This design comes from an exercise in tuning for small area on the open sky130 flow, not from production work.
Only simulation tests tie the RTL to the original design; equivalence was not proved.

<file path="constraint.sdc">
create_clock -name core_clock -period 40.0 [get_ports {clk}]
set_input_delay 8.0000 -clock core_clock [delete_from_list [all_inputs] [get_ports {clk}]]
set_output_delay 8.0000 -clock core_clock [all_outputs]
set_load 0.01 [all_outputs]
</file>
<file path="flow/run.sh">
#!/bin/bash
# Own layout flow: the standard layout (standard.sh) with three changes:
#  - synthesis runs synth_recipe.tcl with its synth wrapper replaced by
#    flow/synth_proc.tcl: the full/half adders are extracted before synth's
#    abc -fast instead of after it (same passes otherwise, same registers);
#  - the logic is mapped with an area-oriented ABC script (flow/abc_area.script,
#    used as ORFS's abc_area.script with ABC_AREA=1);
#  - the port buffers are sky130_fd_sc_hd__buf_1 cells.
# Each step's output goes to its own log file in this folder.
set -euo pipefail
here=$(pwd)
rm -rf "$here/scripts_local"
cp -r "$FLOW_HOME/scripts" "$here/scripts_local"
cp "$here/flow/abc_area.script" "$here/scripts_local/abc_area.script"
first='proc synth {args} { yosys synth -nofsm -noshare {*}$args }'
if [[ "$(head -1 synth_recipe.tcl)" != "$first" ]]; then
  echo "synth_recipe.tcl does not start with the expected synth wrapper" >&2
  exit 1
fi
{ cat "$here/flow/synth_proc.tcl"; tail -n +2 synth_recipe.tcl; } > "$here/own_synth.tcl"
bash standard.sh SCRIPTS_DIR="$here/scripts_local" ABC_AREA=1 SYNTH_SCRIPT="$here/own_synth.tcl" synth > "$here/flow_synth.log" 2>&1
export BUFFER_PORTS_ARGS="-buffer_cell sky130_fd_sc_hd__buf_1"
bash standard.sh finish > "$here/flow_finish.log" 2>&1
</file>
<file path="flow/synth_proc.tcl">
# Replaces the first line of synth_recipe.tcl (its synth wrapper). Same synth -nofsm
# -noshare, except that the fine stage extracts the full and half adders (as ORFS's
# synth.tcl does later) before synth's own abc -fast, so that the adder structure of
# the RTL reaches the adder cells. Registers are not touched by this step.
proc synth {args} {
  set i [lsearch -exact $args "fine:"]
  if { $i > 0 && [lindex $args [expr {$i - 1}]] == "-run" } {
    # the fine stage of synth, with the full adders extracted before abc -fast
    set rest [lreplace $args [expr {$i - 1}] $i]
    set top [lindex $rest [expr {[lsearch -exact $rest "-top"] + 1}]]
    set extra {}
    set j [lsearch -exact $rest "-extra-map"]
    if { $j >= 0 } { set extra [list -map [lindex $rest [expr {$j + 1}]]] }
    yosys opt -fast -full
    yosys memory_map
    yosys opt -full
    yosys techmap -map +/techmap.v {*}$extra
    yosys opt -fast
    yosys extract_fa
    yosys techmap -map $::env(ADDER_MAP_FILE)
    yosys techmap
    yosys opt -fast
    yosys abc -fast
    yosys opt -fast
    yosys synth -nofsm -noshare -run check: {*}$rest
  } else {
    yosys synth -nofsm -noshare {*}$args
  }
}
</file>
<file path="flow/abc_area.script">
strash
dch -f
map -a
topo
</file>
<file path="config.mk">
export PLATFORM = sky130hd
export DESIGN_NAME = motor1stab
export DESIGN_NICKNAME = motor1stab
export VERILOG_FILES = /design/flow/design.v
export SDC_FILE = /design/flow/constraint.sdc
export NUM_CORES = 4
export LEC_CHECK = 0
export CAP_MARGIN = 20
export CORE_MARGIN = 2
export CORE_UTILIZATION = 40
export SLEW_MARGIN = 20
</file>
<file path="standard.sh">
#!/bin/bash
# synth_recipe.tcl (not shown) runs the flow's synth.tcl, then flattens the netlist and writes it again
# the make line also repeats each setting of config.mk as NAME=value (left out here)
make -C /OpenROAD-flow-scripts/flow DESIGN_CONFIG=/design/flow/config.mk WORK_HOME=/design/flow/orfs CLKGATE_MAP_FILE= SYNTH_SCRIPT=/design/flow/synth_recipe.tcl "${@:-finish}"
</file>
<file path="design.v">
module motor1stab(clk, rst,
m1in, m2in, m3in, m4in, ch6ratio, ch3ratio,
m1ratio,m2ratio,m3ratio,m4ratio);
input [10:0] m1in, m2in, m3in, m4in,  ch6ratio, ch3ratio;
input clk,rst;
output [10:0] m1ratio,m2ratio,m3ratio,m4ratio;
localparam P0 = 3'b000,   
           P1 = 3'b001,   
           AA = 3'b010,   
           AB = 3'b011,   
           WF = 3'b100,   
           WS = 3'b101,   
           GB = 3'b110;   
localparam [16:0] LFSR_END = 17'h151ae;
reg [2:0] ph;
reg [16:0] lfsr;
reg sec2;
reg [10:0] a1, a2, a3, a4;    
reg [10:0] b1, b2, b3, b4;    
reg [10:0] r1, r2, r3, r4;    
wire first = (ph == WF);
wire [10:0] x1 = first ? a1 : b1;
wire [10:0] x2 = first ? a2 : b2;
wire neq = (m1in != x1) || (m2in != x2);
always @(posedge clk or negedge rst)
if (!rst) begin
	ph <= P0;
	lfsr <= 17'd0;
	sec2 <= 1'b0;
end else begin
	lfsr <= {lfsr[15:0], ~(lfsr[16] ^ lfsr[13])};
	if (lfsr == LFSR_END) sec2 <= 1'b1;
	case (ph)
	P0: ph <= P1;
	P1: ph <= WF;
	WF: ph <= (neq || sec2) ? GB : WS;
	WS: ph <= neq ? GB : WS;
	GB: ph <= AA;
	AA: ph <= AB;
	AB: ph <= WF;
	default: ph <= P0;
	endcase
end
wire cap_a = ph[2] | ~ph[1];    
wire adj   = ~ph[2] & ph[1];
always @(posedge clk) begin
	if (cap_a) begin
		a1 <= m1in; a2 <= m2in; a3 <= m3in; a4 <= m4in;
	end
	if (first) begin
		b1 <= a1; b2 <= a2; b3 <= a3; b4 <= a4;
	end
end
wire gt1, gt2, gt3, gt4;
wire [10:0] d1, d2, d3, d4;
wire [11:0] cp, cp3;
wire [4:0] w0, w1, w2, w3, w4;
wire t1 = ch6ratio[3] ^ ch6ratio[0];
wire t2 = ch6ratio[3] & ch6ratio[0];
wire t3 = ch6ratio[4] ^ ch6ratio[1] ^ t2;
wire t4 = (ch6ratio[4] & ch6ratio[1]) | (t2 & (ch6ratio[4] ^ ch6ratio[1]));
wire t5 = ch6ratio[5] ^ ch6ratio[2] ^ ch6ratio[0];
wire t6 = (ch6ratio[5] & ch6ratio[2]) | (ch6ratio[0] & (ch6ratio[5] ^ ch6ratio[2]));
wire t7 = t5 ^ t4;
wire t8 = t5 & t4;
wire t9 = ch6ratio[6] ^ ch6ratio[3] ^ ch6ratio[1];
wire t10 = (ch6ratio[6] & ch6ratio[3]) | (ch6ratio[1] & (ch6ratio[6] ^ ch6ratio[3]));
wire t11 = t6 ^ t9 ^ t8;
wire t12 = (t6 & t9) | (t8 & (t6 ^ t9));
wire t13 = ch6ratio[7] ^ ch6ratio[4] ^ ch6ratio[2];
wire t14 = (ch6ratio[7] & ch6ratio[4]) | (ch6ratio[2] & (ch6ratio[7] ^ ch6ratio[4]));
wire t15 = t10 ^ t13 ^ t12;
wire t16 = (t10 & t13) | (t12 & (t10 ^ t13));
wire t17 = ch6ratio[8] ^ ch6ratio[5] ^ ch6ratio[3];
wire t18 = (ch6ratio[8] & ch6ratio[5]) | (ch6ratio[3] & (ch6ratio[8] ^ ch6ratio[5]));
wire t19 = t14 ^ t17 ^ t16;
wire t20 = (t14 & t17) | (t16 & (t14 ^ t17));
wire t21 = ch6ratio[9] ^ ch6ratio[6] ^ ch6ratio[4];
wire t22 = (ch6ratio[9] & ch6ratio[6]) | (ch6ratio[4] & (ch6ratio[9] ^ ch6ratio[6]));
wire t23 = t18 ^ t21 ^ t20;
wire t24 = (t18 & t21) | (t20 & (t18 ^ t21));
wire t25 = ch6ratio[10] ^ ch6ratio[7] ^ ch6ratio[5];
wire t26 = (ch6ratio[10] & ch6ratio[7]) | (ch6ratio[5] & (ch6ratio[10] ^ ch6ratio[7]));
wire t27 = ch6ratio[0] ^ t22 ^ t25;
wire t28 = (ch6ratio[0] & t22) | (t25 & (ch6ratio[0] ^ t22));
wire t29 = t27 ^ t24;
wire t30 = t27 & t24;
wire t31 = ch6ratio[8] ^ ch6ratio[6] ^ ch6ratio[1];
wire t32 = t26 ^ t31 ^ t28;
wire t33 = t32 ^ t30;
wire t34 = ch6ratio[0] ^ ch6ratio[1];
wire t35 = ch6ratio[0] & ch6ratio[1];
wire t36 = ch6ratio[1] ^ ch6ratio[2] ^ t35;
wire t37 = (ch6ratio[1] & ch6ratio[2]) | (t35 & (ch6ratio[1] ^ ch6ratio[2]));
wire t38 = ch6ratio[2] ^ t1 ^ t37;
wire t39 = (ch6ratio[2] & t1) | (t37 & (ch6ratio[2] ^ t1));
wire t40 = t1 ^ t3 ^ t39;
wire t41 = (t1 & t3) | (t39 & (t1 ^ t3));
wire t42 = t3 ^ t7 ^ t41;
wire t43 = (t3 & t7) | (t41 & (t3 ^ t7));
wire t44 = t7 ^ t11 ^ t43;
wire t45 = (t7 & t11) | (t43 & (t7 ^ t11));
wire t46 = t11 ^ t15 ^ t45;
wire t47 = (t11 & t15) | (t45 & (t11 ^ t15));
wire t48 = t15 ^ t19 ^ t47;
wire t49 = (t15 & t19) | (t47 & (t15 ^ t19));
wire t50 = t19 ^ t23 ^ t49;
wire t51 = (t19 & t23) | (t49 & (t19 ^ t23));
wire t52 = t23 ^ t29 ^ t51;
wire t53 = (t23 & t29) | (t51 & (t23 ^ t29));
wire t54 = t29 ^ t33 ^ t53;
wire t55 = ch6ratio[0] ^ ch6ratio[5] ^ ch6ratio[7];
wire t56 = (ch6ratio[0] & ch6ratio[5]) | (ch6ratio[7] & (ch6ratio[0] ^ ch6ratio[5]));
wire t57 = ch6ratio[1] ^ ch6ratio[5] ^ ch6ratio[6];
wire t58 = (ch6ratio[1] & ch6ratio[5]) | (ch6ratio[6] & (ch6ratio[1] ^ ch6ratio[5]));
wire t59 = ch6ratio[7] ^ ch6ratio[8] ^ t56;
wire t60 = (ch6ratio[7] & ch6ratio[8]) | (t56 & (ch6ratio[7] ^ ch6ratio[8]));
wire t61 = t57 ^ t59;
wire t62 = t57 & t59;
wire t63 = ch6ratio[2] ^ ch6ratio[5] ^ ch6ratio[6];
wire t64 = (ch6ratio[2] & ch6ratio[5]) | (ch6ratio[6] & (ch6ratio[2] ^ ch6ratio[5]));
wire t65 = ch6ratio[8] ^ ch6ratio[9] ^ t58;
wire t66 = (ch6ratio[8] & ch6ratio[9]) | (t58 & (ch6ratio[8] ^ ch6ratio[9]));
wire t67 = t63 ^ t60 ^ t65;
wire t68 = (t63 & t60) | (t65 & (t63 ^ t60));
wire t69 = t62 ^ t67;
wire t70 = t62 & t67;
wire t71 = ch6ratio[3] ^ ch6ratio[6] ^ ch6ratio[9];
wire t72 = (ch6ratio[3] & ch6ratio[6]) | (ch6ratio[9] & (ch6ratio[3] ^ ch6ratio[6]));
wire t73 = ch6ratio[10] ^ t64 ^ t71;
wire t74 = (ch6ratio[10] & t64) | (t71 & (ch6ratio[10] ^ t64));
wire t75 = t66 ^ t73 ^ t68;
wire t76 = (t66 & t73) | (t68 & (t66 ^ t73));
wire t77 = t70 ^ t75;
wire t78 = t70 & t75;
wire t79 = ch6ratio[4] ^ ch6ratio[10] ^ t72;
wire t80 = (ch6ratio[4] & ch6ratio[10]) | (t72 & (ch6ratio[4] ^ ch6ratio[10]));
wire t81 = t74 ^ t79 ^ t76;
wire t82 = (t74 & t79) | (t76 & (t74 ^ t79));
wire t83 = t78 ^ t81;
wire t84 = t78 & t81;
wire t85 = t80 ^ t82 ^ t84;
wire t86 = (t80 & t82) | (t84 & (t80 ^ t82));
wire t87 = t86 | (t85 & t83 & (t77 | t69 | t61));
wire t88 = t87 & ~t61;
wire t89 = t87 & t61;
wire t90 = t69 ^ t88;
wire t91 = t69 & t88;
wire t92 = t77 ^ t88 ^ t91;
wire t93 = (t77 & t88) | (t91 & (t77 ^ t88));
wire t94 = t89 | t93;
wire t95 = t83 ^ t94;
wire t96 = t83 & t94;
wire t97 = t85 ^ t96;
wire t98 = t61 ^ t87;
wire t99 = t97 | (t95 & t92 & (t90 | t98 | t55));
wire t100 = t99 & ~t55;
wire t101 = t99 & t55;
wire t102 = t98 ^ t100;
wire t103 = t98 & t100;
wire t104 = t90 ^ t100 ^ t103;
wire t105 = (t90 & t100) | (t103 & (t90 ^ t100));
wire t106 = t101 | t105;
wire t107 = t92 ^ t106;
wire t108 = t92 & t106;
wire t109 = t95 ^ t108;
wire t110 = t55 ^ t99;
wire t111 = t109 | (t107 & t104 & (t102 | t110 | 1'b0));
wire t112 = t111 & ~1'b0;
wire t113 = t111 & 1'b0;
wire t114 = t110 ^ t112;
wire t115 = t110 & t112;
wire t116 = t102 ^ t112 ^ t115;
wire t117 = (t102 & t112) | (t115 & (t102 ^ t112));
wire t118 = t113 | t117;
wire t119 = t104 ^ t118;
wire t120 = t104 & t118;
wire t121 = t107 ^ t120;
wire t122 = 1'b0 ^ t111;
wire t123 = t121 | (t119 & t116 & (t114 | t122 | 1'b0));
wire t124 = t123 & ~1'b0;
wire t125 = t123 & 1'b0;
wire t126 = t122 ^ t124;
wire t127 = t122 & t124;
wire t128 = t114 ^ t124 ^ t127;
wire t129 = (t114 & t124) | (t127 & (t114 ^ t124));
wire t130 = t125 | t129;
wire t131 = t116 ^ t130;
wire t132 = t116 & t130;
wire t133 = t119 ^ t132;
wire t134 = 1'b0 ^ t123;
wire t135 = t133 | (t131 & t128 & (t126 | t134 | 1'b0));
wire t136 = t135 & ~1'b0;
wire t137 = t135 & 1'b0;
wire t138 = t134 ^ t136;
wire t139 = t134 & t136;
wire t140 = t126 ^ t136 ^ t139;
wire t141 = (t126 & t136) | (t139 & (t126 ^ t136));
wire t142 = t137 | t141;
wire t143 = t128 ^ t142;
wire t144 = t128 & t142;
wire t145 = t131 ^ t144;
wire t146 = 1'b0 ^ t135;
wire t147 = t145 | (t143 & t140 & (t138 | t146 | 1'b0));
wire t148 = t147 & ~1'b0;
wire t149 = t147 & 1'b0;
wire t150 = t146 ^ t148;
wire t151 = t146 & t148;
wire t152 = t138 ^ t148 ^ t151;
wire t153 = (t138 & t148) | (t151 & (t138 ^ t148));
wire t154 = t149 | t153;
wire t155 = t140 ^ t154;
wire t156 = t140 & t154;
wire t157 = t143 ^ t156;
wire t158 = 1'b0 ^ t147;
wire t159 = a1[0] ^ a2[0] ^ a3[0];
wire t160 = (a1[0] & a2[0]) | (a3[0] & (a1[0] ^ a2[0]));
wire t161 = a4[0] ^ t159;
wire t162 = a4[0] & t159;
wire t163 = a1[1] ^ a2[1] ^ a3[1];
wire t164 = (a1[1] & a2[1]) | (a3[1] & (a1[1] ^ a2[1]));
wire t165 = a4[1] ^ t160 ^ t163;
wire t166 = (a4[1] & t160) | (t163 & (a4[1] ^ t160));
wire t167 = t162 ^ t165;
wire t168 = t162 & t165;
wire t169 = a1[2] ^ a2[2] ^ a3[2];
wire t170 = (a1[2] & a2[2]) | (a3[2] & (a1[2] ^ a2[2]));
wire t171 = a4[2] ^ t164 ^ t169;
wire t172 = (a4[2] & t164) | (t169 & (a4[2] ^ t164));
wire t173 = t166 ^ t171 ^ t168;
wire t174 = (t166 & t171) | (t168 & (t166 ^ t171));
wire t175 = a1[3] ^ a2[3] ^ a3[3];
wire t176 = (a1[3] & a2[3]) | (a3[3] & (a1[3] ^ a2[3]));
wire t177 = a4[3] ^ t170 ^ t175;
wire t178 = (a4[3] & t170) | (t175 & (a4[3] ^ t170));
wire t179 = t172 ^ t177 ^ t174;
wire t180 = (t172 & t177) | (t174 & (t172 ^ t177));
wire t181 = a1[4] ^ a2[4] ^ a3[4];
wire t182 = (a1[4] & a2[4]) | (a3[4] & (a1[4] ^ a2[4]));
wire t183 = a4[4] ^ t176 ^ t181;
wire t184 = (a4[4] & t176) | (t181 & (a4[4] ^ t176));
wire t185 = t178 ^ t183 ^ t180;
wire t186 = (t178 & t183) | (t180 & (t178 ^ t183));
wire t187 = a1[5] ^ a2[5] ^ a3[5];
wire t188 = (a1[5] & a2[5]) | (a3[5] & (a1[5] ^ a2[5]));
wire t189 = a4[5] ^ t182 ^ t187;
wire t190 = (a4[5] & t182) | (t187 & (a4[5] ^ t182));
wire t191 = t184 ^ t189 ^ t186;
wire t192 = (t184 & t189) | (t186 & (t184 ^ t189));
wire t193 = a1[6] ^ a2[6] ^ a3[6];
wire t194 = (a1[6] & a2[6]) | (a3[6] & (a1[6] ^ a2[6]));
wire t195 = a4[6] ^ t188 ^ t193;
wire t196 = (a4[6] & t188) | (t193 & (a4[6] ^ t188));
wire t197 = t190 ^ t195 ^ t192;
wire t198 = (t190 & t195) | (t192 & (t190 ^ t195));
wire t199 = a1[7] ^ a2[7] ^ a3[7];
wire t200 = (a1[7] & a2[7]) | (a3[7] & (a1[7] ^ a2[7]));
wire t201 = a4[7] ^ t194 ^ t199;
wire t202 = (a4[7] & t194) | (t199 & (a4[7] ^ t194));
wire t203 = t196 ^ t201 ^ t198;
wire t204 = (t196 & t201) | (t198 & (t196 ^ t201));
wire t205 = a1[8] ^ a2[8] ^ a3[8];
wire t206 = (a1[8] & a2[8]) | (a3[8] & (a1[8] ^ a2[8]));
wire t207 = a4[8] ^ t200 ^ t205;
wire t208 = (a4[8] & t200) | (t205 & (a4[8] ^ t200));
wire t209 = t202 ^ t207 ^ t204;
wire t210 = (t202 & t207) | (t204 & (t202 ^ t207));
wire t211 = a1[9] ^ a2[9] ^ a3[9];
wire t212 = (a1[9] & a2[9]) | (a3[9] & (a1[9] ^ a2[9]));
wire t213 = a4[9] ^ t206 ^ t211;
wire t214 = (a4[9] & t206) | (t211 & (a4[9] ^ t206));
wire t215 = t208 ^ t213 ^ t210;
wire t216 = (t208 & t213) | (t210 & (t208 ^ t213));
wire t217 = a1[10] ^ a2[10] ^ a3[10];
wire t218 = (a1[10] & a2[10]) | (a3[10] & (a1[10] ^ a2[10]));
wire t219 = a4[10] ^ t212 ^ t217;
wire t220 = (a4[10] & t212) | (t217 & (a4[10] ^ t212));
wire t221 = t214 ^ t219 ^ t216;
wire t222 = (t214 & t219) | (t216 & (t214 ^ t219));
wire t223 = t218 ^ t220 ^ t222;
wire t224 = (t218 & t220) | (t222 & (t218 ^ t220));
wire t225 = (a1[0] & ~t173) | (a1[0] & 1'b0) | (~t173 & 1'b0);
wire t226 = (a1[1] & ~t179) | (a1[1] & t225) | (~t179 & t225);
wire t227 = (a1[2] & ~t185) | (a1[2] & t226) | (~t185 & t226);
wire t228 = (a1[3] & ~t191) | (a1[3] & t227) | (~t191 & t227);
wire t229 = (a1[4] & ~t197) | (a1[4] & t228) | (~t197 & t228);
wire t230 = (a1[5] & ~t203) | (a1[5] & t229) | (~t203 & t229);
wire t231 = (a1[6] & ~t209) | (a1[6] & t230) | (~t209 & t230);
wire t232 = (a1[7] & ~t215) | (a1[7] & t231) | (~t215 & t231);
wire t233 = (a1[8] & ~t221) | (a1[8] & t232) | (~t221 & t232);
wire t234 = (a1[9] & ~t223) | (a1[9] & t233) | (~t223 & t233);
wire t235 = (a1[10] & ~t224) | (a1[10] & t234) | (~t224 & t234);
assign gt1 = t235;
wire t236 = (a2[0] & ~t173) | (a2[0] & 1'b0) | (~t173 & 1'b0);
wire t237 = (a2[1] & ~t179) | (a2[1] & t236) | (~t179 & t236);
wire t238 = (a2[2] & ~t185) | (a2[2] & t237) | (~t185 & t237);
wire t239 = (a2[3] & ~t191) | (a2[3] & t238) | (~t191 & t238);
wire t240 = (a2[4] & ~t197) | (a2[4] & t239) | (~t197 & t239);
wire t241 = (a2[5] & ~t203) | (a2[5] & t240) | (~t203 & t240);
wire t242 = (a2[6] & ~t209) | (a2[6] & t241) | (~t209 & t241);
wire t243 = (a2[7] & ~t215) | (a2[7] & t242) | (~t215 & t242);
wire t244 = (a2[8] & ~t221) | (a2[8] & t243) | (~t221 & t243);
wire t245 = (a2[9] & ~t223) | (a2[9] & t244) | (~t223 & t244);
wire t246 = (a2[10] & ~t224) | (a2[10] & t245) | (~t224 & t245);
assign gt2 = t246;
wire t247 = (a3[0] & ~t173) | (a3[0] & 1'b0) | (~t173 & 1'b0);
wire t248 = (a3[1] & ~t179) | (a3[1] & t247) | (~t179 & t247);
wire t249 = (a3[2] & ~t185) | (a3[2] & t248) | (~t185 & t248);
wire t250 = (a3[3] & ~t191) | (a3[3] & t249) | (~t191 & t249);
wire t251 = (a3[4] & ~t197) | (a3[4] & t250) | (~t197 & t250);
wire t252 = (a3[5] & ~t203) | (a3[5] & t251) | (~t203 & t251);
wire t253 = (a3[6] & ~t209) | (a3[6] & t252) | (~t209 & t252);
wire t254 = (a3[7] & ~t215) | (a3[7] & t253) | (~t215 & t253);
wire t255 = (a3[8] & ~t221) | (a3[8] & t254) | (~t221 & t254);
wire t256 = (a3[9] & ~t223) | (a3[9] & t255) | (~t223 & t255);
wire t257 = (a3[10] & ~t224) | (a3[10] & t256) | (~t224 & t256);
assign gt3 = t257;
wire t258 = (a4[0] & ~t173) | (a4[0] & 1'b0) | (~t173 & 1'b0);
wire t259 = (a4[1] & ~t179) | (a4[1] & t258) | (~t179 & t258);
wire t260 = (a4[2] & ~t185) | (a4[2] & t259) | (~t185 & t259);
wire t261 = (a4[3] & ~t191) | (a4[3] & t260) | (~t191 & t260);
wire t262 = (a4[4] & ~t197) | (a4[4] & t261) | (~t197 & t261);
wire t263 = (a4[5] & ~t203) | (a4[5] & t262) | (~t203 & t262);
wire t264 = (a4[6] & ~t209) | (a4[6] & t263) | (~t209 & t263);
wire t265 = (a4[7] & ~t215) | (a4[7] & t264) | (~t215 & t264);
wire t266 = (a4[8] & ~t221) | (a4[8] & t265) | (~t221 & t265);
wire t267 = (a4[9] & ~t223) | (a4[9] & t266) | (~t223 & t266);
wire t268 = (a4[10] & ~t224) | (a4[10] & t267) | (~t224 & t267);
assign gt4 = t268;
wire t269 = ~a1[0];
wire t270 = ~a1[1];
wire t271 = ~a1[2];
wire t272 = ~a1[3];
wire t273 = ~a1[4];
wire t274 = ~a1[5];
wire t275 = ~a1[6];
wire t276 = ~a1[7];
wire t277 = ~a1[8];
wire t278 = ~a1[9];
wire t279 = ~a1[10];
wire t280 = ~(b1[0] ^ t269);
wire t281 = b1[0] | t269;
wire t282 = b1[1] ^ t270 ^ t281;
wire t283 = (b1[1] & t270) | (t281 & (b1[1] ^ t270));
wire t284 = b1[2] ^ t271 ^ t283;
wire t285 = (b1[2] & t271) | (t283 & (b1[2] ^ t271));
wire t286 = b1[3] ^ t272 ^ t285;
wire t287 = (b1[3] & t272) | (t285 & (b1[3] ^ t272));
wire t288 = b1[4] ^ t273 ^ t287;
wire t289 = (b1[4] & t273) | (t287 & (b1[4] ^ t273));
wire t290 = b1[5] ^ t274 ^ t289;
wire t291 = (b1[5] & t274) | (t289 & (b1[5] ^ t274));
wire t292 = b1[6] ^ t275 ^ t291;
wire t293 = (b1[6] & t275) | (t291 & (b1[6] ^ t275));
wire t294 = b1[7] ^ t276 ^ t293;
wire t295 = (b1[7] & t276) | (t293 & (b1[7] ^ t276));
wire t296 = b1[8] ^ t277 ^ t295;
wire t297 = (b1[8] & t277) | (t295 & (b1[8] ^ t277));
wire t298 = b1[9] ^ t278 ^ t297;
wire t299 = (b1[9] & t278) | (t297 & (b1[9] ^ t278));
wire t300 = b1[10] ^ t279 ^ t299;
assign d1 = {t300, t298, t296, t294, t292, t290, t288, t286, t284, t282, t280};
wire t301 = ~a2[0];
wire t302 = ~a2[1];
wire t303 = ~a2[2];
wire t304 = ~a2[3];
wire t305 = ~a2[4];
wire t306 = ~a2[5];
wire t307 = ~a2[6];
wire t308 = ~a2[7];
wire t309 = ~a2[8];
wire t310 = ~a2[9];
wire t311 = ~a2[10];
wire t312 = ~(b2[0] ^ t301);
wire t313 = b2[0] | t301;
wire t314 = b2[1] ^ t302 ^ t313;
wire t315 = (b2[1] & t302) | (t313 & (b2[1] ^ t302));
wire t316 = b2[2] ^ t303 ^ t315;
wire t317 = (b2[2] & t303) | (t315 & (b2[2] ^ t303));
wire t318 = b2[3] ^ t304 ^ t317;
wire t319 = (b2[3] & t304) | (t317 & (b2[3] ^ t304));
wire t320 = b2[4] ^ t305 ^ t319;
wire t321 = (b2[4] & t305) | (t319 & (b2[4] ^ t305));
wire t322 = b2[5] ^ t306 ^ t321;
wire t323 = (b2[5] & t306) | (t321 & (b2[5] ^ t306));
wire t324 = b2[6] ^ t307 ^ t323;
wire t325 = (b2[6] & t307) | (t323 & (b2[6] ^ t307));
wire t326 = b2[7] ^ t308 ^ t325;
wire t327 = (b2[7] & t308) | (t325 & (b2[7] ^ t308));
wire t328 = b2[8] ^ t309 ^ t327;
wire t329 = (b2[8] & t309) | (t327 & (b2[8] ^ t309));
wire t330 = b2[9] ^ t310 ^ t329;
wire t331 = (b2[9] & t310) | (t329 & (b2[9] ^ t310));
wire t332 = b2[10] ^ t311 ^ t331;
assign d2 = {t332, t330, t328, t326, t324, t322, t320, t318, t316, t314, t312};
wire t333 = ~a3[0];
wire t334 = ~a3[1];
wire t335 = ~a3[2];
wire t336 = ~a3[3];
wire t337 = ~a3[4];
wire t338 = ~a3[5];
wire t339 = ~a3[6];
wire t340 = ~a3[7];
wire t341 = ~a3[8];
wire t342 = ~a3[9];
wire t343 = ~a3[10];
wire t344 = ~(b3[0] ^ t333);
wire t345 = b3[0] | t333;
wire t346 = b3[1] ^ t334 ^ t345;
wire t347 = (b3[1] & t334) | (t345 & (b3[1] ^ t334));
wire t348 = b3[2] ^ t335 ^ t347;
wire t349 = (b3[2] & t335) | (t347 & (b3[2] ^ t335));
wire t350 = b3[3] ^ t336 ^ t349;
wire t351 = (b3[3] & t336) | (t349 & (b3[3] ^ t336));
wire t352 = b3[4] ^ t337 ^ t351;
wire t353 = (b3[4] & t337) | (t351 & (b3[4] ^ t337));
wire t354 = b3[5] ^ t338 ^ t353;
wire t355 = (b3[5] & t338) | (t353 & (b3[5] ^ t338));
wire t356 = b3[6] ^ t339 ^ t355;
wire t357 = (b3[6] & t339) | (t355 & (b3[6] ^ t339));
wire t358 = b3[7] ^ t340 ^ t357;
wire t359 = (b3[7] & t340) | (t357 & (b3[7] ^ t340));
wire t360 = b3[8] ^ t341 ^ t359;
wire t361 = (b3[8] & t341) | (t359 & (b3[8] ^ t341));
wire t362 = b3[9] ^ t342 ^ t361;
wire t363 = (b3[9] & t342) | (t361 & (b3[9] ^ t342));
wire t364 = b3[10] ^ t343 ^ t363;
assign d3 = {t364, t362, t360, t358, t356, t354, t352, t350, t348, t346, t344};
wire t365 = ~a4[0];
wire t366 = ~a4[1];
wire t367 = ~a4[2];
wire t368 = ~a4[3];
wire t369 = ~a4[4];
wire t370 = ~a4[5];
wire t371 = ~a4[6];
wire t372 = ~a4[7];
wire t373 = ~a4[8];
wire t374 = ~a4[9];
wire t375 = ~a4[10];
wire t376 = ~(b4[0] ^ t365);
wire t377 = b4[0] | t365;
wire t378 = b4[1] ^ t366 ^ t377;
wire t379 = (b4[1] & t366) | (t377 & (b4[1] ^ t366));
wire t380 = b4[2] ^ t367 ^ t379;
wire t381 = (b4[2] & t367) | (t379 & (b4[2] ^ t367));
wire t382 = b4[3] ^ t368 ^ t381;
wire t383 = (b4[3] & t368) | (t381 & (b4[3] ^ t368));
wire t384 = b4[4] ^ t369 ^ t383;
wire t385 = (b4[4] & t369) | (t383 & (b4[4] ^ t369));
wire t386 = b4[5] ^ t370 ^ t385;
wire t387 = (b4[5] & t370) | (t385 & (b4[5] ^ t370));
wire t388 = b4[6] ^ t371 ^ t387;
wire t389 = (b4[6] & t371) | (t387 & (b4[6] ^ t371));
wire t390 = b4[7] ^ t372 ^ t389;
wire t391 = (b4[7] & t372) | (t389 & (b4[7] ^ t372));
wire t392 = b4[8] ^ t373 ^ t391;
wire t393 = (b4[8] & t373) | (t391 & (b4[8] ^ t373));
wire t394 = b4[9] ^ t374 ^ t393;
wire t395 = (b4[9] & t374) | (t393 & (b4[9] ^ t374));
wire t396 = b4[10] ^ t375 ^ t395;
assign d4 = {t396, t394, t392, t390, t388, t386, t384, t382, t380, t378, t376};
assign cp = {t33, t29, t23, t19, t15, t11, t7, t3, t1, ch6ratio[2], ch6ratio[1], ch6ratio[0]};
assign cp3 = {t54, t52, t50, t48, t46, t44, t42, t40, t38, t36, t34, ch6ratio[0]};
assign w0 = {t109, t107, t104, t102, t110};
assign w1 = {t121, t119, t116, t114, t122};
assign w2 = {t133, t131, t128, t126, t134};
assign w3 = {t145, t143, t140, t138, t146};
assign w4 = {t157, t155, t152, t150, t158};
wire act1 = gt1 & (|d1);
wire act2 = gt2 & (|d2);
wire act3 = gt3 & (|d3);
wire act4 = gt4 & (|d4);
wire s12 = act1 & act2;
wire [10:0] u1d = act1 ? d1 : d2;
wire [10:0] u2d = s12 ? d2 : d3;
wire [10:0] u3d = act4 ? d4 : d3;
wire [10:0] u1m = act1 ? m1in : m2in;
wire [10:0] u2m = s12 ? m2in : m3in;
wire [10:0] u3m = act4 ? m4in : m3in;
wire [10:0] u1o, u2o, u3o;
dunit u1 (.d(u1d), .m(u1m), .cp(cp), .cp3(cp3), .w0(w0), .w1(w1), .w2(w2), .w3(w3), .w4(w4), .c0(ch6ratio[0]), .o(u1o));
dunit u2 (.d(u2d), .m(u2m), .cp(cp), .cp3(cp3), .w0(w0), .w1(w1), .w2(w2), .w3(w3), .w4(w4), .c0(ch6ratio[0]), .o(u2o));
dunit u3 (.d(u3d), .m(u3m), .cp(cp), .cp3(cp3), .w0(w0), .w1(w1), .w2(w2), .w3(w3), .w4(w4), .c0(ch6ratio[0]), .o(u3o));
wire [10:0] o1 = u1o;
wire [10:0] o2 = act1 ? u2o : u1o;
wire [10:0] o3 = s12 ? u3o : u2o;
wire [10:0] o4 = u3o;
wire off = ch3ratio < 11'd50;
wire [10:0] n1 = off ? 11'd0 : act1 ? o1 : m1in;
wire [10:0] n2 = off ? 11'd0 : act2 ? o2 : m2in;
wire [10:0] n3 = off ? 11'd0 : act3 ? o3 : m3in;
wire [10:0] n4 = off ? 11'd0 : act4 ? o4 : m4in;
assign m1ratio = adj ? n1 : r1;
assign m2ratio = adj ? n2 : r2;
assign m3ratio = adj ? n3 : r3;
assign m4ratio = adj ? n4 : r4;
always @(posedge clk or negedge rst)
if (!rst) begin
	r1 <= 11'd0; r2 <= 11'd0; r3 <= 11'd0; r4 <= 11'd0;
end else begin
	r1 <= m1ratio; r2 <= m2ratio; r3 <= m3ratio; r4 <= m4ratio;
end
endmodule
module dunit(d, m, cp, cp3, w0, w1, w2, w3, w4, c0, o);
input [10:0] d;
input [10:0] m;
input [11:0] cp;
input [11:0] cp3;
input [4:0] w0;
input [4:0] w1;
input [4:0] w2;
input [4:0] w3;
input [4:0] w4;
input [0:0] c0;
output [10:0] o;
wire n1 = d[0] ^ d[5] ^ d[7];
wire n2 = (d[0] & d[5]) | (d[7] & (d[0] ^ d[5]));
wire n3 = d[1] ^ d[5] ^ d[6];
wire n4 = (d[1] & d[5]) | (d[6] & (d[1] ^ d[5]));
wire n5 = d[7] ^ d[8] ^ n2;
wire n6 = (d[7] & d[8]) | (n2 & (d[7] ^ d[8]));
wire n7 = n3 ^ n5;
wire n8 = n3 & n5;
wire n9 = d[2] ^ d[5] ^ d[6];
wire n10 = (d[2] & d[5]) | (d[6] & (d[2] ^ d[5]));
wire n11 = d[8] ^ d[9] ^ n4;
wire n12 = (d[8] & d[9]) | (n4 & (d[8] ^ d[9]));
wire n13 = n9 ^ n6 ^ n11;
wire n14 = (n9 & n6) | (n11 & (n9 ^ n6));
wire n15 = n8 ^ n13;
wire n16 = n8 & n13;
wire n17 = d[3] ^ d[6] ^ d[9];
wire n18 = (d[3] & d[6]) | (d[9] & (d[3] ^ d[6]));
wire n19 = d[10] ^ n10 ^ n17;
wire n20 = (d[10] & n10) | (n17 & (d[10] ^ n10));
wire n21 = n12 ^ n19 ^ n14;
wire n22 = (n12 & n19) | (n14 & (n12 ^ n19));
wire n23 = n16 ^ n21;
wire n24 = n16 & n21;
wire n25 = d[4] ^ d[10] ^ n18;
wire n26 = (d[4] & d[10]) | (n18 & (d[4] ^ d[10]));
wire n27 = n20 ^ n25 ^ n22;
wire n28 = (n20 & n25) | (n22 & (n20 ^ n25));
wire n29 = n24 ^ n27;
wire n30 = n24 & n27;
wire n31 = n26 ^ n28 ^ n30;
wire n32 = (n26 & n28) | (n30 & (n26 ^ n28));
wire n33 = n32 | (n31 & n29 & (n23 | n15 | n7));
wire n34 = n33 & ~n7;
wire n35 = n33 & n7;
wire n36 = n15 ^ n34;
wire n37 = n15 & n34;
wire n38 = n23 ^ n34 ^ n37;
wire n39 = (n23 & n34) | (n37 & (n23 ^ n34));
wire n40 = n35 | n39;
wire n41 = n29 ^ n40;
wire n42 = n29 & n40;
wire n43 = n31 ^ n42;
wire n44 = n7 ^ n33;
wire n45 = n43 | (n41 & n38 & (n36 | n44 | n1));
wire n46 = n45 & ~n1;
wire n47 = n45 & n1;
wire n48 = n44 ^ n46;
wire n49 = n44 & n46;
wire n50 = n36 ^ n46 ^ n49;
wire n51 = (n36 & n46) | (n49 & (n36 ^ n46));
wire n52 = n47 | n51;
wire n53 = n38 ^ n52;
wire n54 = n38 & n52;
wire n55 = n41 ^ n54;
wire n56 = n1 ^ n45;
wire n57 = n56 & w0[0];
wire n58 = n56 & w0[1];
wire n59 = n56 & w0[2];
wire n60 = n56 & w0[3];
wire n61 = n56 & w0[4];
wire n62 = n48 & w1[0];
wire n63 = n48 & w1[1];
wire n64 = n48 & w1[2];
wire n65 = n48 & w1[3];
wire n66 = n48 & w1[4];
wire n67 = n50 & w2[0];
wire n68 = n50 & w2[1];
wire n69 = n50 & w2[2];
wire n70 = n50 & w2[3];
wire n71 = n50 & w2[4];
wire n72 = n53 & w3[0];
wire n73 = n53 & w3[1];
wire n74 = n53 & w3[2];
wire n75 = n53 & w3[3];
wire n76 = n53 & w3[4];
wire n77 = n55 & w4[0];
wire n78 = n55 & w4[1];
wire n79 = n55 & w4[2];
wire n80 = n55 & w4[3];
wire n81 = n55 & w4[4];
wire n82 = n57 ^ n62 ^ n67;
wire n83 = (n57 & n62) | (n67 & (n57 ^ n62));
wire n84 = n72 ^ n77 ^ n82;
wire n85 = (n72 & n77) | (n82 & (n72 ^ n77));
wire n86 = n58 ^ n63 ^ n68;
wire n87 = (n58 & n63) | (n68 & (n58 ^ n63));
wire n88 = n73 ^ n78 ^ n83;
wire n89 = (n73 & n78) | (n83 & (n73 ^ n78));
wire n90 = n86 ^ n85 ^ n88;
wire n91 = (n86 & n85) | (n88 & (n86 ^ n85));
wire n92 = n59 ^ n64 ^ n69;
wire n93 = (n59 & n64) | (n69 & (n59 ^ n64));
wire n94 = n74 ^ n79 ^ n87;
wire n95 = (n74 & n79) | (n87 & (n74 ^ n79));
wire n96 = n92 ^ n89 ^ n94;
wire n97 = (n92 & n89) | (n94 & (n92 ^ n89));
wire n98 = n91 ^ n96;
wire n99 = n91 & n96;
wire n100 = n60 ^ n65 ^ n70;
wire n101 = (n60 & n65) | (n70 & (n60 ^ n65));
wire n102 = n75 ^ n80 ^ n93;
wire n103 = (n75 & n80) | (n93 & (n75 ^ n80));
wire n104 = n100 ^ n95 ^ n102;
wire n105 = (n100 & n95) | (n102 & (n100 ^ n95));
wire n106 = n97 ^ n104 ^ n99;
wire n107 = (n97 & n104) | (n99 & (n97 ^ n104));
wire n108 = n61 ^ n66 ^ n71;
wire n109 = (n61 & n66) | (n71 & (n61 ^ n66));
wire n110 = n76 ^ n81 ^ n101;
wire n111 = (n76 & n81) | (n101 & (n76 ^ n81));
wire n112 = n108 ^ n103 ^ n110;
wire n113 = (n108 & n103) | (n110 & (n108 ^ n103));
wire n114 = n105 ^ n112 ^ n107;
wire n115 = (n105 & n112) | (n107 & (n105 ^ n112));
wire n116 = n109 ^ n111 ^ n113;
wire n117 = (n109 & n111) | (n113 & (n109 ^ n111));
wire n118 = n116 ^ n115;
wire n119 = n116 & n115;
wire n120 = n117 ^ n119;
wire n121 = n120 | (n118 & n114 & (n106 | n98 | n90));
wire n122 = n121 & ~n90;
wire n123 = n121 & n90;
wire n124 = n98 ^ n122;
wire n125 = n98 & n122;
wire n126 = n106 ^ n122 ^ n125;
wire n127 = (n106 & n122) | (n125 & (n106 ^ n122));
wire n128 = n123 | n127;
wire n129 = n114 ^ n128;
wire n130 = n114 & n128;
wire n131 = n118 ^ n130;
wire n132 = n90 ^ n121;
wire n133 = n131 | (n129 & n126 & (n124 | n132 | n84));
wire n134 = n133 & ~n84;
wire n135 = n133 & n84;
wire n136 = n132 ^ n134;
wire n137 = n132 & n134;
wire n138 = n124 ^ n134 ^ n137;
wire n139 = (n124 & n134) | (n137 & (n124 ^ n134));
wire n140 = n135 | n139;
wire n141 = n126 ^ n140;
wire n142 = n126 & n140;
wire n143 = n129 ^ n142;
wire n144 = n84 ^ n133;
wire n145 = (d[0] & c0) ^ n144;
wire n146 = (1'b0 & ~d[0] & ~d[1] & ~d[2]) | (~1'b0 & d[0] & ~d[1] & ~d[2]) | (1'b0 & ~d[0] & d[1] & d[2]) | (~1'b0 & d[0] & d[1] & d[2]);
wire n147 = (1'b0 & d[0] & ~d[1] & ~d[2]) | (~1'b0 & ~d[0] & d[1] & ~d[2]) | (1'b0 & d[0] & ~d[1] & d[2]) | (~1'b0 & ~d[0] & d[1] & d[2]);
wire n148 = (1'b0 & ~d[0] & d[1] & ~d[2]) | (~1'b0 & d[0] & d[1] & ~d[2]) | (1'b0 & ~d[0] & ~d[1] & d[2]) | (~1'b0 & d[0] & ~d[1] & d[2]);
wire n149 = (1'b0 & d[0] & d[1] & ~d[2]) | (~1'b0 & ~d[0] & ~d[1] & d[2]);
wire n150 = (1'b0 & ~d[0] & ~d[1] & ~d[2]) | (~1'b0 & d[0] & ~d[1] & ~d[2]) | (1'b0 & d[0] & ~d[1] & ~d[2]) | (~1'b0 & ~d[0] & d[1] & ~d[2]) | (1'b0 & ~d[0] & d[1] & ~d[2]) | (~1'b0 & d[0] & d[1] & ~d[2]) | (1'b0 & d[0] & d[1] & ~d[2]);
wire n151 = (d[2] & ~d[3] & ~d[4] & ~d[5]) | (~d[2] & d[3] & ~d[4] & ~d[5]) | (d[2] & ~d[3] & d[4] & d[5]) | (~d[2] & d[3] & d[4] & d[5]);
wire n152 = (d[2] & d[3] & ~d[4] & ~d[5]) | (~d[2] & ~d[3] & d[4] & ~d[5]) | (d[2] & d[3] & ~d[4] & d[5]) | (~d[2] & ~d[3] & d[4] & d[5]);
wire n153 = (d[2] & ~d[3] & d[4] & ~d[5]) | (~d[2] & d[3] & d[4] & ~d[5]) | (d[2] & ~d[3] & ~d[4] & d[5]) | (~d[2] & d[3] & ~d[4] & d[5]);
wire n154 = (d[2] & d[3] & d[4] & ~d[5]) | (~d[2] & ~d[3] & ~d[4] & d[5]);
wire n155 = (d[2] & ~d[3] & ~d[4] & ~d[5]) | (~d[2] & d[3] & ~d[4] & ~d[5]) | (d[2] & d[3] & ~d[4] & ~d[5]) | (~d[2] & ~d[3] & d[4] & ~d[5]) | (d[2] & ~d[3] & d[4] & ~d[5]) | (~d[2] & d[3] & d[4] & ~d[5]) | (d[2] & d[3] & d[4] & ~d[5]);
wire n156 = (d[5] & ~d[6] & ~d[7] & ~d[8]) | (~d[5] & d[6] & ~d[7] & ~d[8]) | (d[5] & ~d[6] & d[7] & d[8]) | (~d[5] & d[6] & d[7] & d[8]);
wire n157 = (d[5] & d[6] & ~d[7] & ~d[8]) | (~d[5] & ~d[6] & d[7] & ~d[8]) | (d[5] & d[6] & ~d[7] & d[8]) | (~d[5] & ~d[6] & d[7] & d[8]);
wire n158 = (d[5] & ~d[6] & d[7] & ~d[8]) | (~d[5] & d[6] & d[7] & ~d[8]) | (d[5] & ~d[6] & ~d[7] & d[8]) | (~d[5] & d[6] & ~d[7] & d[8]);
wire n159 = (d[5] & d[6] & d[7] & ~d[8]) | (~d[5] & ~d[6] & ~d[7] & d[8]);
wire n160 = (d[5] & ~d[6] & ~d[7] & ~d[8]) | (~d[5] & d[6] & ~d[7] & ~d[8]) | (d[5] & d[6] & ~d[7] & ~d[8]) | (~d[5] & ~d[6] & d[7] & ~d[8]) | (d[5] & ~d[6] & d[7] & ~d[8]) | (~d[5] & d[6] & d[7] & ~d[8]) | (d[5] & d[6] & d[7] & ~d[8]);
wire n161 = (d[8] & ~d[9] & ~d[10] & ~1'b0) | (~d[8] & d[9] & ~d[10] & ~1'b0) | (d[8] & ~d[9] & d[10] & 1'b0) | (~d[8] & d[9] & d[10] & 1'b0);
wire n162 = (d[8] & d[9] & ~d[10] & ~1'b0) | (~d[8] & ~d[9] & d[10] & ~1'b0) | (d[8] & d[9] & ~d[10] & 1'b0) | (~d[8] & ~d[9] & d[10] & 1'b0);
wire n163 = (d[8] & ~d[9] & d[10] & ~1'b0) | (~d[8] & d[9] & d[10] & ~1'b0) | (d[8] & ~d[9] & ~d[10] & 1'b0) | (~d[8] & d[9] & ~d[10] & 1'b0);
wire n164 = (d[8] & d[9] & d[10] & ~1'b0) | (~d[8] & ~d[9] & ~d[10] & 1'b0);
wire n165 = (d[8] & ~d[9] & ~d[10] & ~1'b0) | (~d[8] & d[9] & ~d[10] & ~1'b0) | (d[8] & d[9] & ~d[10] & ~1'b0) | (~d[8] & ~d[9] & d[10] & ~1'b0) | (d[8] & ~d[9] & d[10] & ~1'b0) | (~d[8] & d[9] & d[10] & ~1'b0) | (d[8] & d[9] & d[10] & ~1'b0);
wire n166 = ((n146 & cp[0]) | (n148 & cp3[0])) ^ n150;
wire n167 = ((n146 & cp[1]) | (n147 & cp[0]) | (n148 & cp3[1])) ^ n150;
wire n168 = ((n146 & cp[2]) | (n147 & cp[1]) | (n148 & cp3[2]) | (n149 & cp[0])) ^ n150;
wire n169 = ((n146 & cp[3]) | (n147 & cp[2]) | (n148 & cp3[3]) | (n149 & cp[1])) ^ n150;
wire n170 = ((n146 & cp[4]) | (n147 & cp[3]) | (n148 & cp3[4]) | (n149 & cp[2])) ^ n150;
wire n171 = ((n146 & cp[5]) | (n147 & cp[4]) | (n148 & cp3[5]) | (n149 & cp[3])) ^ n150;
wire n172 = ((n146 & cp[6]) | (n147 & cp[5]) | (n148 & cp3[6]) | (n149 & cp[4])) ^ n150;
wire n173 = ((n146 & cp[7]) | (n147 & cp[6]) | (n148 & cp3[7]) | (n149 & cp[5])) ^ n150;
wire n174 = ((n146 & cp[8]) | (n147 & cp[7]) | (n148 & cp3[8]) | (n149 & cp[6])) ^ n150;
wire n175 = ((n146 & cp[9]) | (n147 & cp[8]) | (n148 & cp3[9]) | (n149 & cp[7])) ^ n150;
wire n176 = ((n146 & cp[10]) | (n147 & cp[9]) | (n148 & cp3[10]) | (n149 & cp[8])) ^ n150;
wire n177 = ((n146 & cp[11]) | (n147 & cp[10]) | (n148 & cp3[11]) | (n149 & cp[9])) ^ n150;
wire n178 = ((n151 & cp[0]) | (n153 & cp3[0])) ^ n155;
wire n179 = ((n151 & cp[1]) | (n152 & cp[0]) | (n153 & cp3[1])) ^ n155;
wire n180 = ((n151 & cp[2]) | (n152 & cp[1]) | (n153 & cp3[2]) | (n154 & cp[0])) ^ n155;
wire n181 = ((n151 & cp[3]) | (n152 & cp[2]) | (n153 & cp3[3]) | (n154 & cp[1])) ^ n155;
wire n182 = ((n151 & cp[4]) | (n152 & cp[3]) | (n153 & cp3[4]) | (n154 & cp[2])) ^ n155;
wire n183 = ((n151 & cp[5]) | (n152 & cp[4]) | (n153 & cp3[5]) | (n154 & cp[3])) ^ n155;
wire n184 = ((n151 & cp[6]) | (n152 & cp[5]) | (n153 & cp3[6]) | (n154 & cp[4])) ^ n155;
wire n185 = ((n151 & cp[7]) | (n152 & cp[6]) | (n153 & cp3[7]) | (n154 & cp[5])) ^ n155;
wire n186 = ((n151 & cp[8]) | (n152 & cp[7]) | (n153 & cp3[8]) | (n154 & cp[6])) ^ n155;
wire n187 = ((n156 & cp[0]) | (n158 & cp3[0])) ^ n160;
wire n188 = ((n156 & cp[1]) | (n157 & cp[0]) | (n158 & cp3[1])) ^ n160;
wire n189 = ((n156 & cp[2]) | (n157 & cp[1]) | (n158 & cp3[2]) | (n159 & cp[0])) ^ n160;
wire n190 = ((n156 & cp[3]) | (n157 & cp[2]) | (n158 & cp3[3]) | (n159 & cp[1])) ^ n160;
wire n191 = ((n156 & cp[4]) | (n157 & cp[3]) | (n158 & cp3[4]) | (n159 & cp[2])) ^ n160;
wire n192 = ((n156 & cp[5]) | (n157 & cp[4]) | (n158 & cp3[5]) | (n159 & cp[3])) ^ n160;
wire n193 = ((n161 & cp[0]) | (n163 & cp3[0])) ^ n165;
wire n194 = ((n161 & cp[1]) | (n162 & cp[0]) | (n163 & cp3[1])) ^ n165;
wire n195 = ((n161 & cp[2]) | (n162 & cp[1]) | (n163 & cp3[2]) | (n164 & cp[0])) ^ n165;
wire n196 = n144 ^ n145 ^ n166;
wire n197 = (n144 & n145) | (n166 & (n144 ^ n145));
wire n198 = n150 ^ n196;
wire n199 = n150 & n196;
wire n200 = m[0] ^ n136 ^ n167;
wire n201 = (m[0] & n136) | (n167 & (m[0] ^ n136));
wire n202 = n197 ^ n200 ^ n199;
wire n203 = (n197 & n200) | (n199 & (n197 ^ n200));
wire n204 = m[1] ^ n138 ^ n168;
wire n205 = (m[1] & n138) | (n168 & (m[1] ^ n138));
wire n206 = n201 ^ n204 ^ n203;
wire n207 = (n201 & n204) | (n203 & (n201 ^ n204));
wire n208 = m[2] ^ n141 ^ n144;
wire n209 = (m[2] & n141) | (n144 & (m[2] ^ n141));
wire n210 = n169 ^ n178 ^ n155;
wire n211 = (n169 & n178) | (n155 & (n169 ^ n178));
wire n212 = n205 ^ n208 ^ n210;
wire n213 = (n205 & n208) | (n210 & (n205 ^ n208));
wire n214 = n212 ^ n207;
wire n215 = n212 & n207;
wire n216 = m[3] ^ n143 ^ n136;
wire n217 = (m[3] & n143) | (n136 & (m[3] ^ n143));
wire n218 = n170 ^ n179 ^ n209;
wire n219 = (n170 & n179) | (n209 & (n170 ^ n179));
wire n220 = n211 ^ n216 ^ n213;
wire n221 = (n211 & n216) | (n213 & (n211 ^ n216));
wire n222 = n218 ^ n220 ^ n215;
wire n223 = (n218 & n220) | (n215 & (n218 ^ n220));
wire n224 = m[4] ^ n138 ^ n144;
wire n225 = (m[4] & n138) | (n144 & (m[4] ^ n138));
wire n226 = n171 ^ n180 ^ n217;
wire n227 = (n171 & n180) | (n217 & (n171 ^ n180));
wire n228 = n224 ^ n219 ^ n226;
wire n229 = (n224 & n219) | (n226 & (n224 ^ n219));
wire n230 = n221 ^ n228 ^ n223;
wire n231 = (n221 & n228) | (n223 & (n221 ^ n228));
wire n232 = m[5] ^ n141 ^ n136;
wire n233 = (m[5] & n141) | (n136 & (m[5] ^ n141));
wire n234 = n172 ^ n181 ^ n187;
wire n235 = (n172 & n181) | (n187 & (n172 ^ n181));
wire n236 = n160 ^ n225 ^ n232;
wire n237 = (n160 & n225) | (n232 & (n160 ^ n225));
wire n238 = n234 ^ n227 ^ n236;
wire n239 = (n234 & n227) | (n236 & (n234 ^ n227));
wire n240 = n229 ^ n238 ^ n231;
wire n241 = (n229 & n238) | (n231 & (n229 ^ n238));
wire n242 = m[6] ^ n143 ^ n138;
wire n243 = (m[6] & n143) | (n138 & (m[6] ^ n143));
wire n244 = n173 ^ n182 ^ n188;
wire n245 = (n173 & n182) | (n188 & (n173 ^ n182));
wire n246 = n233 ^ n235 ^ n242;
wire n247 = (n233 & n235) | (n242 & (n233 ^ n235));
wire n248 = n244 ^ n237 ^ n246;
wire n249 = (n244 & n237) | (n246 & (n244 ^ n237));
wire n250 = n239 ^ n248 ^ n241;
wire n251 = (n239 & n248) | (n241 & (n239 ^ n248));
wire n252 = m[7] ^ n141 ^ n174;
wire n253 = (m[7] & n141) | (n174 & (m[7] ^ n141));
wire n254 = n183 ^ n189 ^ n243;
wire n255 = (n183 & n189) | (n243 & (n183 ^ n189));
wire n256 = n245 ^ n252 ^ n247;
wire n257 = (n245 & n252) | (n247 & (n245 ^ n252));
wire n258 = n254 ^ n249 ^ n256;
wire n259 = (n254 & n249) | (n256 & (n254 ^ n249));
wire n260 = n258 ^ n251;
wire n261 = n258 & n251;
wire n262 = m[8] ^ n143 ^ n175;
wire n263 = (m[8] & n143) | (n175 & (m[8] ^ n143));
wire n264 = n184 ^ n190 ^ n193;
wire n265 = (n184 & n190) | (n193 & (n184 ^ n190));
wire n266 = n165 ^ n253 ^ n262;
wire n267 = (n165 & n253) | (n262 & (n165 ^ n253));
wire n268 = n264 ^ n255 ^ n266;
wire n269 = (n264 & n255) | (n266 & (n264 ^ n255));
wire n270 = n257 ^ n268 ^ n259;
wire n271 = (n257 & n268) | (n259 & (n257 ^ n268));
wire n272 = n270 ^ n261;
wire n273 = n270 & n261;
wire n274 = m[9] ^ n144 ^ n176;
wire n275 = (m[9] & n144) | (n176 & (m[9] ^ n144));
wire n276 = n185 ^ n191 ^ n194;
wire n277 = (n185 & n191) | (n194 & (n185 ^ n191));
wire n278 = n263 ^ n265 ^ n274;
wire n279 = (n263 & n265) | (n274 & (n263 ^ n265));
wire n280 = n276 ^ n267 ^ n278;
wire n281 = (n276 & n267) | (n278 & (n276 ^ n267));
wire n282 = n269 ^ n280 ^ n271;
wire n283 = (n269 & n280) | (n271 & (n269 ^ n280));
wire n284 = n282 ^ n273;
wire n285 = n282 & n273;
wire n286 = m[10] ^ n136 ^ n145;
wire n287 = n177 ^ n186 ^ n192;
wire n288 = n195 ^ n275 ^ n277;
wire n289 = n286 ^ n287 ^ n279;
wire n290 = n288 ^ n281 ^ n289;
wire n291 = n290 ^ n283 ^ n285;
assign o = {n291, n284, n272, n260, n250, n240, n230, n222, n214, n206, n202};
endmodule
</file>
==> results_tabular.tex, run 1 <==
\begin{tabular}{lr}
\hline
Metric & Value \\
\hline
\multicolumn{2}{l}{\textbf{Run status}} \\
Run status & no timing/DRC/antenna violations \\
\multicolumn{2}{l}{\textbf{Synthesis}} \\
Sequential share of the synthesized area & about a fifth \\
Number of different library cells in the post-synthesis netlist & between 40 and 50 \\
Number of enable flip-flop cells after synthesis & 66 \\
Leading cell types by total area after synthesis & sky130\_fd\_sc\_hd\_\_fa\_1 33\%, sky130\_fd\_sc\_hd\_\_edfxtp\_1 10\%, sky130\_fd\_sc\_hd\_\_dfrtp\_1 8.3\%, sky130\_fd\_sc\_hd\_\_ha\_1 7.9\%, sky130\_fd\_sc\_hd\_\_nand2\_1 5.4\% \\
Net Count, Synth & approximately 2,600 \\
Number of cells produced by synthesis & just over 2,000 \\
Proportion of synthesized flip-flops having asynchronous set or reset & roughly 42\% \\
Synthesis-stage register bit count & $\sim$150 \\
Syn\_area\_per\_cell & about 9.6 µm² \\
Cell accounting for the most synthesized area & sky130\_fd\_sc\_hd\_\_fa\_1 \\
Mapped cell area & slightly below 20,000 µm² \\
Proportion of netlist area held by the largest area contributor & approximately a third \\
Post-synth top flop & sky130\_fd\_sc\_hd\_\_edfxtp\_1 \\
Total number of yosys warnings & 1 \\
\multicolumn{2}{l}{\textbf{Finish}} \\
Leading cell types in the layout, fill and taps excluded & 325 x sky130\_fd\_sc\_hd\_\_fa\_1, 284 x sky130\_fd\_sc\_hd\_\_nand2\_1, 257 x sky130\_fd\_sc\_hd\_\_clkinv\_1, 192 x sky130\_fd\_sc\_hd\_\_nor2\_1, 180 x sky130\_fd\_sc\_hd\_\_o21ai\_0 \\
Fraction of final layout cells sized beyond drive strength 1 & between 5 and 6\% \\
Final design utilization & 44.8\% \\
Count of fill cells added during filler insertion & 4,751 \\
Sequential cell area & about 4000 µm² \\
Area added between synthesis and finish & 10.9\% \\
Count of antenna diodes in the layout & 0 \\
Footprint of the multi-input gates & approximately 15,000 µm² \\
Leading cell type in the layout, fill and taps excluded & sky130\_fd\_sc\_hd\_\_fa\_1 \\
Net count of the finished layout & approximately 2,700 \\
\multicolumn{2}{l}{\textbf{Critical path}} \\
Data required time at the worst endpoint & 32.00 ns \\
Crit path max-delay cell type & sky130\_fd\_sc\_hd\_\_fa\_1 \\
Highest cell delay on the worst timing path & between 0.5 and 0.6 ns \\
Critical path type & in -> out \\
WP data arrival & between 30 and 40 ns \\
R2R Path Start & a1[1] \\
CP Max Fanout & 6 \\
Kind of launch point of the worst setup path & input port \\
Element type at the critical path end & primary output \\
Worst setup path start & ch6ratio[5] \\
Cell with the most instances on the worst path & sky130\_fd\_sc\_hd\_\_fa\_1 \\
\multicolumn{2}{l}{\textbf{Clock network}} \\
H-tree level count & 4 \\
Buffer levels on the longest clock path & 2 \\
Later-pin clock latency in the skew report & $\sim$0.44 ns \\
CTS Buf Count & 17 \\
Clock transition time at the flip-flop clock pins of the worst setup and hold paths & 0.07 ns \\
CTS root buf & sky130\_fd\_sc\_hd\_\_clkbuf\_16 \\
CTS Sinks & between 150 and 200 \\
Buffers inserted by post-CTS timing repair & 0 \\
CTS tree & built \\
\multicolumn{2}{l}{\textbf{Detailed routing}} \\
Detail Route Antenna Nets & 0 \\
Average via count per standard cell & between 5 and 6 \\
DRC violations left & 0 \\
DR WL/cell & 21.1 µm \\
Post-detailed-routing wire length & slightly above 60 mm \\
First-pass iteration count of the detailed router & 7 \\
Detailed Route Iter0 Violations & $\sim$1,100 \\
Via count of the routed design & about 16,000 \\
\multicolumn{2}{l}{\textbf{Die}} \\
Area of the die & 51,000 µm² \\
Core Rows & 81 \\
Die outline width & 226 µm \\
Core Box Area & 48,700 µm² \\
Height of the chip & between 200 and 250 µm \\
Initial core utilization & 40.4\% \\
Num ports & 112 \\
\multicolumn{2}{l}{\textbf{Run}} \\
Max-capacitance violation count & 0 \\
\multicolumn{2}{l}{\textbf{GRT}} \\
Via count of the first global-routing pass & about 16,000 \\
Maximum number of pins on one net before global-route repair & between 60 and 70 \\
Antenna violations before repair & 0 \\
Wire length of the first global-routing pass & between 90 and 100 mm \\
Gr ovfl total & 0 \\
Gr usage total & roughly 25\% \\
\multicolumn{2}{l}{\textbf{STA}} \\
Final worst path period need & between 30 and 40 ns \\
Sum of negative setup slack & 0 ns \\
Achievable clock frequency & 25.8 MHz \\
Clock skew after layout & approximately 0.012 ns \\
Final hold vios & 0 \\
Final worst path period share & between 90 and 100\% \\
Actual transition at the worst max-transition pin & about 1.2 ns \\
Final setup violation count & 0 \\
RSZ-0062 raised after global routing & no \\
Max transition margin & 22.2\% \\
Final Max Tran Viols & 0 \\
\multicolumn{2}{l}{\textbf{Min path}} \\
Path type of the worst min-delay path & reg -> reg \\
Hold Crit Start & lfsr[15] \\
\multicolumn{2}{l}{\textbf{Placement}} \\
Final weighted congestion of routability-driven global placement & a little under 1 \\
Placed wire-length estimate after detailed placement & between 50 and 60 mm \\
Count of buffers from port buffering & 110 \\
\hline
\end{tabular}
==> through the flow <==
step                hold WS (ns)  area (µm²)  instances  setup WS [ns]
global route               0.392       21800       2880         0.0246
floorplan                  0.345       19700       2041           2.70
CTS                        0.380       21800       2880          0.564
detailed placement         0.361       21200       2848          0.608
global placement           0.356       21200       2848           1.07
finish                     0.379       21800       2880           1.28
==> logic make-up (layout without fill, tap and decap cells) <==
kind of cell,after synthesis,after routing,synth area share [%]
fa+ha+maj,466,466,41.8
simple gates,557,557,11.5
compound gates,440,440,13.7
buf+inv,258,433,4.92
flops,153,153,20.6
xor+xnor,166,166,7.39
mux,1,1,0.0572
==> path summary, 6_finish.rpt <==
kind	cells after the start	endpoint	slack, ns
worst max-delay path	83	m3ratio[10]	1.28
worst min-delay path	0	lfsr[16]	0.38
worst max register to register	82	r3[10]	12.34
worst min register to register	0	lfsr[16]	0.38
max in group asynchronous	2	r4[4]	31.63
min in group asynchronous	2	lfsr[16]	7.77
==> worst max-delay path, delay by kind of cell <==
kind | cells | cell delay [ns]
adders and majority gates | 50 | 16.93
and+or+nand+nor | 10 | 1.95
AOI/OAI and AO/OA | 10 | 1.36
xor gates and xnor gates | 6 | 1.27
buffers and inverters | 7 | 1.22
==> layer usage <==
| metal | up-vias | share of wire, % | GRT usage, % |
|---|---|---|---|
| li1 | 7170 | - | - |
| met1 | 7882 | 41 | 32.4 |
| met2 | 558 | 49 | 41.3 |
| met3 | 111 | 6.2 | 3.75 |
| met4 | 0 | 3.9 | 9.59 |
| met5 | - | 0 | 0 |
==> timing repair <==
action | 4_1_cts | 5_1_grt
setup endpoints to repair | 0 | 8
endpoints found under the hold margin | 0 | 0
gates resized for setup | 0 | 9
hold buffers | 0 | 0
==> cells in the mapped netlist (all sizes together), types with 5 or more instances <==
cell / number
and2: 11
xor2: 100
o21ai: 182
edfxtp: 66
xnor2: 66
nand2: 284
a22oi: 93
fa: 325
o211ai: 28
clkinv: 258
a21oi: 62
o31ai: 5
o22ai: 27
nand3: 10
o221ai: 14
dfrtp: 65
nand4: 12
dfxtp: 22
maj3: 17
nor3: 19
a221oi: 5
ha: 124
a211oi: 5
nor2: 194
or2: 19
==> final cells by class <==
class,count,area share [%]
Multi-Input combinational cell,1630,67.6
Sequential cell,153,18.5
Inverter,258,4.43
Tap cell,664,3.80
Timing Repair Buffer,143,3.03
Clock buffer,17,1.95
Clock inverter,15,0.687
==> state kept, by name, indices dropped and copies added, names as in the netlist <==
register,flops
lfsr,17
a1,11
a2,11
a3,11
a4,11
b1,11
b2,11
b3,11
b4,11
r1,11
r2,11
r3,11
r4,11
ph,3
sec2,1
==> run 2: changes to the inputs <==
--- a/config.mk
+++ b/config.mk
@@ -8,4 +8,6 @@
 export CAP_MARGIN = 20
 export CORE_MARGIN = 2
-export CORE_UTILIZATION = 40
+export CORE_UTILIZATION = 70
+export CTS_BUF_LIST = sky130_fd_sc_hd__clkbuf_8
+export CTS_CLUSTER_SIZE = 30
 export SLEW_MARGIN = 20
==> results_tabular.tex, run 2 <==
\begin{tabular}{lr}
\hline
Metric & Value \\
\hline
\multicolumn{2}{l}{\textbf{STA}} \\
Clock skew after layout & 0.0146 ns (+0.00267 ns) \\
Final hold vios & 0 (unchanged) \\
Actual transition at the worst max-transition pin & 1.18 ns (+0.0231 ns) \\
Achievable clock frequency & 25.7 MHz (-0.49\%) \\
Final worst path period share & 97.3\% (+0.48 points) \\
Final worst path period need & 38.91 ns (+0.191 ns) \\
\multicolumn{2}{l}{\textbf{Critical path}} \\
Crit path max-delay cell type & sky130\_fd\_sc\_hd\_\_fa\_1 \\
R2r setup slk & 12.41 ns (+0.07 ns) \\
\multicolumn{2}{l}{\textbf{Clock network}} \\
Buffer levels on the longest clock path & 2 (unchanged) \\
CTS tree & built \\
\multicolumn{2}{l}{\textbf{Finish}} \\
Area added between synthesis and finish & 8.12\% \\
Net count of the finished layout & 2,718 (-0.074\%) \\
Fraction of final layout cells sized beyond drive strength 1 & 4.92\% (-0.27 points) \\
Register with the most flip-flops & lfsr \\
\multicolumn{2}{l}{\textbf{GRT}} \\
Gr ovfl total & 0 (unchanged) \\
Fraction of met3 tracks used by global routing & 6.53\% (+2.8 points) \\
Gr usage total & 41.5\% (+17 points) \\
Maximum number of pins on one net before global-route repair & 66 (unchanged) \\
\multicolumn{2}{l}{\textbf{Synthesis}} \\
Proportion of netlist area held by the largest area contributor & 33.1\% (unchanged) \\
Proportion of synthesized flip-flops having asynchronous set or reset & 42.5\% (unchanged) \\
Cell accounting for the most synthesized area & sky130\_fd\_sc\_hd\_\_fa\_1 \\
Total number of yosys warnings & 1 (unchanged) \\
Most used standard cells in the synthesized netlist & 325 x sky130\_fd\_sc\_hd\_\_fa\_1, 284 x sky130\_fd\_sc\_hd\_\_nand2\_1, 258 x sky130\_fd\_sc\_hd\_\_clkinv\_1 \\
Sequential share of the synthesized area & 20.6\% (unchanged) \\
Post-synth top flop & sky130\_fd\_sc\_hd\_\_edfxtp\_1 \\
\multicolumn{2}{l}{\textbf{Placement}} \\
Count of buffers from port buffering & 110 (unchanged) \\
\multicolumn{2}{l}{\textbf{Detailed routing}} \\
Post-detailed-routing wire length & 58.5 mm (-3.8\%) \\
Detail Route Antenna Nets & 0 (unchanged) \\
DR WL/cell & 22.6 µm (+6.9\%) \\
\multicolumn{2}{l}{\textbf{Run status}} \\
Run status & no timing/DRC/antenna violations \\
\multicolumn{2}{l}{\textbf{Die}} \\
Core Box Area & 27,700 µm² (-43\%) \\
Initial core utilization & 71.1\% (+31 points) \\
\hline
\end{tabular}
run 2: changes by cell type in the layout (fill, tap and decap cells not counted), sizes merged:
cell / delta
inv: -5
bufinv: +3
buf: -2
clkbuf: +2
clkinv: +1
clkinvlp: -1
run 2: path summary, 6_finish.rpt:
path,from,endpoint,cells after the start
worst max-delay path,ch6ratio[5],m3ratio[10],81
worst min-delay path,lfsr[14],lfsr[15],0
worst max register to register,a1[1],r3[10],81
worst min register to register,lfsr[14],lfsr[15],0
max in group asynchronous,rst,r4[6],2
min in group asynchronous,rst,lfsr[14],2
run 2: stage by stage:
step	hold WS (ns)	std cells	setup slack, ns	cell area (µm²)	utilization (%)
finish	0.378	2592	1.09	21300	76.8
global route	0.394	2592	0.0203	21300	76.8
CTS	0.380	2592	0.549	21200	76.7
detailed placement	0.362	2560	0.563	20800	75.2
global placement	0.355	2560	0.994	20800	75.2
floorplan	0.345	2041	2.70	19700	-
run 2: layer usage:
| metal | share of wire [%] | routed length (µm) |
|---|---|---|
| met4 | 6.4 | 3760 |
| met3 | 9.2 | 5360 |
| met1 | 36 | 21300 |
| met2 | 48 | 28000 |
| met5 | 0.021 | 12 |
run 2: repair_timing:
item / in CTS / in global routing
buffers inserted: 0 / 0
setup endpoints to repair: 0 / 9
resized for setup: 0 / 6
run 2: kinds of logic after synthesis:
logic type	count (synthesis)	synth area share (%)
AND/OR/NAND/NOR	557	11.5
adder cells (fa/ha/maj)	466	41.8
AO/OA/AOI/OAI	440	13.7
buffers and inverters	258	4.92
XOR/XNOR	166	7.39
flip-flops	153	20.6
multiplexers	1	0.0572
run 2: critical path, delay by kind of cell:
| family | cells | cell delay, ns |
|---|---|---|
| AND/OR/NAND/NOR | 10 | 1.88 |
| XOR/XNOR | 4 | 0.75 |
| AO/OA/AOI/OAI | 10 | 1.96 |
| buffers and inverters | 8 | 1.42 |
| adder cells (fa/ha/maj) | 49 | 16.84 |
run 2: area by class of cell:
| type | count | area [µm²] |
|---|---|---|
| tap | 378 | 473 |
| fill | 1985 | 6420 |
| multi-input combinational | 1630 | 14700 |
| sequential | 153 | 4050 |
| clock inverter | 13 | 149 |
| inverter | 258 | 968 |
| timing repair buffer | 141 | 647 |
| clock buffer | 19 | 262 |

-- afterwards: timing with drivers on the ports --
Ports are ideal in the flow. The routed layouts listed here were re-timed in OpenROAD. Step 1 sets driving cells, clkbuf_16 on the clock port and buf_2 on the other inputs (assumed; they add their load-dependent delay and slew). Step 2 also shifts input and output timing later by t, the mid clock arrival at the registers, as if the neighbouring blocks saw the same clock. Slacks: no drivers / after step 1 / after step 2; pairs: no drivers / after step 1.
| run | t, ns | setup slack, ns | worst setup path at the end | worst slew at a driven data input, ns | cell pins on the clock port's net |
|---|---|---|---|---|---|
| run 1 | 0.486 | 1.276 / 1.231 / 1.231 | input to output | 0.06 | 1 |
| run 2 | 0.514 | 1.085 / 1.066 / 1.066 | input to output | 0.07 | 1 |
After both steps every run listed still meets setup and hold. The setup slack of run 1, which loses most, moves by -0.045 ns with the drivers and by -0.045 ns with both steps.
